What follows belongs to an exercise in optimizing a design on an open flow for small area; a production flow would make more cautious choices.
Only simulation tests tie the RTL to the original design; equivalence was not proved. The clock port is modelled as an ideal driver; clocking choices that lean on that would not hold on a real chip.

==> run a: inputs <==
Design adc16_top, start of the top module:
module adc16_top(
 	input                  CLK,
    input                  RESET_n,
	input                  RX1,
	output                 TX1,
    input   wire           CLKOUT_U10_n,
    input   wire           CLKOUT_U11_n,
    input   wire           CLKOUT_U12_n,
    input   wire           CLKOUT_U13_n,
    input   wire           CLKOUT_U14_n,
    input   wire           CLKOUT_U15_n,
    input   wire           CLKOUT_U16_n,
    input   wire           CLKOUT_U17_n,
    input   wire           CLKOUT_U18_n,
    input   wire           CLKOUT_U19_n,
    input   wire           CLKOUT_U20_n,
    input   wire           CLKOUT_U21_n,
    input   wire           CLKOUT_U22_n,
    input   wire           CLKOUT_U23_n,
    input   wire           CLKOUT_U24_n,
    input   wire           CLKOUT_U25_n,
    input   wire           CLKOUT_U10_p,
    input   wire           CLKOUT_U11_p,
    input   wire           CLKOUT_U12_p,
    input   wire           CLKOUT_U13_p,
    input   wire           CLKOUT_U14_p,
    input   wire           CLKOUT_U15_p,
    input   wire           CLKOUT_U16_p,
    input   wire           CLKOUT_U17_p,
    input   wire           CLKOUT_U18_p,
    input   wire           CLKOUT_U19_p,
    input   wire           CLKOUT_U20_p,
    input   wire           CLKOUT_U21_p,
    input   wire           CLKOUT_U22_p,
    input   wire           CLKOUT_U23_p,
    input   wire           CLKOUT_U24_p,
    input   wire           CLKOUT_U25_p,
    input   wire  [15:0]   DATA_IN_U10,
    input   wire  [15:0]   DATA_IN_U11,
    input   wire  [15:0]   DATA_IN_U12,
    input   wire  [15:0]   DATA_IN_U13,
    input   wire  [15:0]   DATA_IN_U14,
    input   wire  [15:0]   DATA_IN_U15,
    input   wire  [15:0]   DATA_IN_U16,
    input   wire  [15:0]   DATA_IN_U17,
    input   wire  [15:0]   DATA_IN_U18,
    input   wire  [15:0]   DATA_IN_U19,
    input   wire  [15:0]   DATA_IN_U20,
    input   wire  [15:0]   DATA_IN_U21,
    input   wire  [15:0]   DATA_IN_U22,
    input   wire  [15:0]   DATA_IN_U23,
    input   wire  [15:0]   DATA_IN_U24,
    input   wire  [15:0]   DATA_IN_U25
	);
Settings: LEC_CHECK=0, CAP_MARGIN=0, CORE_MARGIN=2, CORE_UTILIZATION=75, PLACE_DENSITY=0.85, SLEW_MARGIN=0; clock period 20.0 ns.
standard.sh (not shown) runs the stock make flow with config.mk's settings and CLKGATE_MAP_FILE= SYNTH_SCRIPT=/design/flow/synth_recipe.tcl, a recipe that flattens the netlist after the stock synthesis.
==> flow/flow/run.sh <==
#!/bin/bash
# The standard layout (standard.sh) with three changes:
#  - synthesis maps the combinational logic with an area-oriented ABC script;
#  - port buffers are sky130_fd_sc_hd__buf_1 instead of the default cell;
#  - clock-tree sinks are clustered into groups of up to 30, without dummy loads.
set -euo pipefail
W=$PWD
export CUSTOM_ABC_SCRIPT=$W/flow/abc_area.script
export FLOW_SYNTH_TCL=$W/synth_recipe.tcl
bash standard.sh \
  "SYNTH_SCRIPT=$W/flow/synth.tcl" \
  "BUFFER_PORTS_ARGS=-buffer_cell sky130_fd_sc_hd__buf_1" \
  "CTS_ARGS=-sink_clustering_enable -repair_clock_nets -sink_clustering_size 34 -sink_clustering_max_diameter 200 -dont_use_dummy_load" \
  finish > standard.log 2>&1
==> flow/flow/abc_area.script <==
strash
&get -n
&st
&syn2
&dch
&put
amap -m
==> flow/flow/synth.tcl <==
# The standard synthesis (synth_recipe.tcl), with Yosys's abc pass given
# an area-oriented ABC script (abc_area.script beside this file) in place of
# ORFS's speed script. Only the combinational mapping changes: the flip-flops
# are mapped by dfflibmap before abc runs, exactly as in the standard flow.
proc abc {args} {
  set i [lsearch -exact $args -script]
  if {$i >= 0} { lset args [expr {$i + 1}] $::env(CUSTOM_ABC_SCRIPT) }
  yosys abc {*}$args
}
source $::env(FLOW_SYNTH_TCL)
==> run b: changes against run a <==
--- a/flow/design.v
+++ b/flow/design.v
@@ -4,120 +4,103 @@
     input                 RX,
     output reg            RX_FF,
     output reg            RX_00
     );
     localparam [8:0] L_MID = 9'h026;   
     localparam [8:0] L_END = 9'h0b6;   
+    reg                   BUSY;
     reg    [3:0]          cnt_bit;
     reg    [8:0]          cnt_clk;
     reg                   ones;
     reg                   zeros;
-    wire                  busy        = !(cnt_bit[3] && cnt_bit[1]);
-    wire                  valid       = !busy && !cnt_bit[0];
+    reg                   VALID;
     wire                  end_cnt_clk = cnt_clk == L_END;
+    wire                  end_cnt_bit = end_cnt_clk && cnt_bit == 10 - 1;
     wire                  mid         = cnt_clk == L_MID;
     always @(posedge CLK) begin
         if (!RESET_n)
-            cnt_bit <= 4'd15;
-        else if (!busy)
-            cnt_bit <= RX ? 4'd15 : 4'd0;
-        else if (cnt_bit == 0 && mid && RX)
-            cnt_bit <= 4'd15;
-        else if (end_cnt_clk)
-            cnt_bit <= cnt_bit + 1'b1;
+            BUSY <= 0;
+        else if (BUSY == 0 && RX == 0)
+            BUSY <= 1;
+        else if (cnt_bit == 0 && mid && RX == 1)
+            BUSY <= 0;
+        else if (end_cnt_bit)
+            BUSY <= 0;
     end
     always @(posedge CLK) begin
-        if (RESET_n && busy && !end_cnt_clk)
+        if (RESET_n && BUSY && !end_cnt_clk)
             cnt_clk <= {cnt_clk[7:0], ~(cnt_clk[8] ^ cnt_clk[4])};
         else
             cnt_clk <= 0;
     end
     always @(posedge CLK) begin
-        if (mid && busy && cnt_bit != 0 && cnt_bit != 10 - 1) begin
+        if (!RESET_n)
+            cnt_bit <= 0;
+        else if (end_cnt_clk) begin
+            if (end_cnt_bit)
+                cnt_bit <= 0;
+            else
+                cnt_bit <= cnt_bit + 1'b1;
+        end
+    end
+    always @(posedge CLK) begin
+        if (mid && cnt_bit != 0 && cnt_bit != 10 - 1) begin
             ones  <= RX & (ones | cnt_bit == 1);
             zeros <= !RX & (zeros | cnt_bit == 1);
         end
     end
     always @(posedge CLK) begin
+        VALID <= RESET_n && end_cnt_bit;
+    end
+    always @(posedge CLK) begin
         if (!RESET_n) begin
             RX_FF <= 1'b0;
             RX_00 <= 1'b1;
-        end else if (valid) begin
+        end else if (VALID) begin
             RX_FF <= ones;
             RX_00 <= zeros;
         end
     end
 endmodule
 module uart_tx (
 input               clk,
 input               reset_n,
-input               rx_ff,
-input               rx_00,
-input               nbit,
-output              load,       
-output reg  [5:0]   BYTE,       
-output      [2:0]   bitno,      
-output              empty,      
+input               busy,
+input               wbit,
+output      [2:0]   widx,
+output              done,
 output reg          TX
 );
 localparam [8:0] L_END = 9'h0b6;   
-localparam [3:0] T_POST = 4'd10, T_NEXT = 4'd12, T_SET = 4'd13, T_REQ = 4'd14,
-                 T_START = 4'd15;
-reg                 WAIT;
-reg         [3:0]   step;
+reg         [3:0]   cnt_bit;
 reg         [8:0]   cnt_clk;
-wire                busy = step <= 9;          
 wire                end_cnt_clk = cnt_clk == L_END;
-assign load  = WAIT && rx_ff;
-assign bitno = step[2:0];
-assign empty = WAIT || (BYTE[4:0] == 31 && step == 9);
-always @(posedge clk) begin
-    if (!reset_n) begin
-        WAIT <= 1'b0;
-        step <= T_START;
-    end else if (WAIT) begin
-        if (rx_ff) begin
-            WAIT <= 1'b0;
-            step <= T_NEXT;
-            BYTE <= 0;
-        end
-    end else begin
-        case (step)
-            T_START: WAIT <= 1'b1;
-            T_NEXT: begin
-                if (!BYTE[5])
-                    step <= T_SET;
-                else if (rx_00)
-                    step <= T_START;
-            end
-            T_SET:  step <= T_REQ;
-            T_REQ:  step <= 4'd0;
-            T_POST: begin
-                BYTE <= BYTE + 1'b1;
-                step <= BYTE[0] ? T_NEXT : T_SET;
-            end
-            default: if (end_cnt_clk) step <= step + 1'b1;    
-        endcase
-    end
-end
+assign widx = ~cnt_bit[2:0];
+assign done = busy && end_cnt_clk && cnt_bit == 7;
 always @(posedge clk) begin
     if (reset_n && busy && !end_cnt_clk)
         cnt_clk <= {cnt_clk[7:0], ~(cnt_clk[8] ^ cnt_clk[4])};
     else
         cnt_clk <= 0;
 end
+always @(posedge clk) begin
+    if (!reset_n || done)
+        cnt_bit <= 0;
+    else if (busy && end_cnt_clk)
+        cnt_bit <= cnt_bit - 1'b1;
+end
 always @(posedge clk or negedge reset_n) begin
     if (!reset_n)
         TX <= 1;
     else if (busy && cnt_clk == 0) begin
-        if (step == 0)
+        if (cnt_bit == 0)
             TX <= 0;
-        else if (step == 9)
+        else if (cnt_bit == 7)
             TX <= 1;
         else
-            TX <= nbit;
+            TX <= wbit;
     end
 end
 endmodule
 module LTC2203(
     input   wire           CLK,
     input   wire           RESET_n,
@@ -241,63 +224,73 @@
     input   wire   [15:0]      DATA_IN_U23,
     input   wire   [15:0]      DATA_IN_U24,
     input   wire   [15:0]      DATA_IN_U25,
     input   wire               RX,
     output  wire               TX
     );
+    localparam S_START = 3'd0,   
+               S_WAIT  = 3'd1,   
+               S_NEXT  = 3'd2,   
+               S_SET   = 3'd3,
+               S_REQ   = 3'd4,
+               S_BUSY  = 3'd5,   
+               S_POST  = 3'd6;   
     wire            [255:0]    DATA_IN = {DATA_IN_U25, DATA_IN_U24, DATA_IN_U23, DATA_IN_U22, DATA_IN_U21, DATA_IN_U20, DATA_IN_U19, DATA_IN_U18, DATA_IN_U17, DATA_IN_U16, DATA_IN_U15, DATA_IN_U14, DATA_IN_U13, DATA_IN_U12, DATA_IN_U11, DATA_IN_U10};
-    reg             [255:0]    RING;
-    reg             [ 3:0]     PHASE;
-    reg                        NBIT;
+    reg             [255:0]    DATA;
+    reg             [ 2:0]     STATE;
+    reg             [ 5:0]     BYTE;       
     wire                       RX_FF;
     wire                       RX_00;
-    wire                       load;
-    wire            [ 5:0]     BYTE;
-    wire            [ 2:0]     bitno;
-    wire                       empty;
-    wire            [15:0]     head;
-    genvar c, j;
-    generate
-        for (c = 0; c < 16; c = c + 1) begin : g_ring
-            for (j = 0; j < 16; j = j + 2) begin : g_st
-                always @(posedge CLK_50M) begin
-                    RING[16*c+j]   <= ~((load & DATA_IN[16*c+j]) | RING[16*c+j+1]);
-                    RING[16*c+j+1] <= ~((!load | DATA_IN[16*c+j+1]) &
-                                        (j == 14 ? (RING[16*c] | empty) : RING[16*c+j+2]));
-                end
-            end
-            assign head[c] = RING[16*c];
-        end
-    endgenerate
+    wire            [ 2:0]     widx;
+    wire                       done;
     always @(posedge CLK_50M) begin
-        if (load)
-            PHASE <= 4'd0;
-        else
-            PHASE <= PHASE + 1'b1;
+        if (STATE == S_WAIT && RX_FF)
+            DATA <= DATA_IN;
     end
     always @(posedge CLK_50M) begin
-        if (PHASE == {BYTE[0], bitno[2:0]})
-            NBIT <= head[BYTE[4:1]] ^ !PHASE[0];
+        if (!RESET_n) begin
+            STATE <= S_START;
+        end else begin
+            case (STATE)
+                S_START: STATE <= S_WAIT;
+                S_WAIT: begin
+                    BYTE <= 0;
+                    if (RX_FF)
+                        STATE <= S_NEXT;
+                end
+                S_NEXT: begin
+                    if (!BYTE[5])
+                        STATE <= S_SET;
+                    else if (RX_00)
+                        STATE <= S_START;
+                end
+                S_SET:  STATE <= S_REQ;
+                S_REQ:  STATE <= S_BUSY;
+                S_BUSY: if (done) STATE <= S_POST;
+                S_POST: begin
+                    BYTE <= BYTE + 1'b1;
+                    STATE <= BYTE[0] ? S_NEXT : S_SET;
+                end
+                default: STATE <= S_START;
+            endcase
+        end
     end
     UART_RX i2(
         .CLK        (CLK_50M),
         .RESET_n    (RESET_n),
         .RX         (RX),
         .RX_FF      (RX_FF),
         .RX_00      (RX_00)
     );
     uart_tx i1 (
         .clk        (CLK_50M),
         .reset_n    (RESET_n),
-        .rx_ff      (RX_FF),
-        .rx_00      (RX_00),
-        .nbit       (NBIT),
-        .load       (load),
-        .BYTE       (BYTE),
-        .bitno      (bitno),
-        .empty      (empty),
+        .busy       (STATE == S_BUSY),
+        .wbit       (DATA[{BYTE[4:0], widx}]),
+        .widx       (widx),
+        .done       (done),
         .TX         (TX)
     );
 endmodule
 module adc16_top(
  	input                  CLK,
     input                  RESET_n,
--- a/flow/flow/run.sh
+++ b/flow/flow/run.sh
@@ -7,8 +7,8 @@
 W=$PWD
 export CUSTOM_ABC_SCRIPT=$W/flow/abc_area.script
 export FLOW_SYNTH_TCL=$W/synth_recipe.tcl
 bash standard.sh \
   "SYNTH_SCRIPT=$W/flow/synth.tcl" \
   "BUFFER_PORTS_ARGS=-buffer_cell sky130_fd_sc_hd__buf_1" \
-  "CTS_ARGS=-sink_clustering_enable -repair_clock_nets -sink_clustering_size 34 -sink_clustering_max_diameter 200 -dont_use_dummy_load" \
+  "CTS_ARGS=-sink_clustering_enable -repair_clock_nets -sink_clustering_size 30 -sink_clustering_max_diameter 200 -dont_use_dummy_load" \
   finish > standard.log 2>&1
CORE_UTILIZATION = 40   (was 75)
PLACE_DENSITY = default   (was 0.85)
==> impl_metrics.py <==
metrics = {
    "cells_and_area": {
        "ff_latch_area_um2": 16700,
        "final_util_pct": 45.9,
        "seq_share_pct": 76.3,
    },
    "run_status": {
        "status": "finished clean",
    },
    "die": {
        "taps": 615,
    },
    "synthesis": {
        "synthFlopType": "edfxtp_1",
    },
    "placed_design": {
        "dp_hpwl_mm": 26.2,
    },
}
the above is filed under run b

==> impl_metrics.py <==
metrics = {
    "run_status": {
        "status": "finished clean",
    },
    "cells_and_area": {
        "seq_share_pct": 75.8,
        "ff_latch_area_um2": 14200,
    },
    "synthesis": {
        "synthFlopType": "dfxtp_1",
    },
    "die": {
        "taps": 280,
    },
    "grt": {
        "grtUsageMet2_pct": 49.6,
    },
}
the above is filed under run a

-- re-timing with driven ports --
Ports are ideal in the flow. The routed layouts listed here were re-timed in OpenROAD. Step 1: set_driving_cell puts a clkbuf_16 on CLK and a buf_2 on each other input, an assumption about the parent block. Step 2 moves the port delays by t, midway between the first and last clock arrival at a register: inputs arrive t later, outputs are due t later. That takes back most of the time a late clock gives input paths. a / b / c = ideal / step 1 / step 2; a / b = the first two.
run	t, ns	setup WS [ns]	worst register clock-pin slew, ns
run a	0.571	14.127 / 14.157 / 13.586	0.12 / 0.12
run b	0.607	14.525 / 14.554 / 13.947	0.12 / 0.12
After both steps every run listed still meets setup and hold. For run b, which loses most, drivers alone change the setup slack by +0.029 ns; drivers and shift together by -0.578 ns.
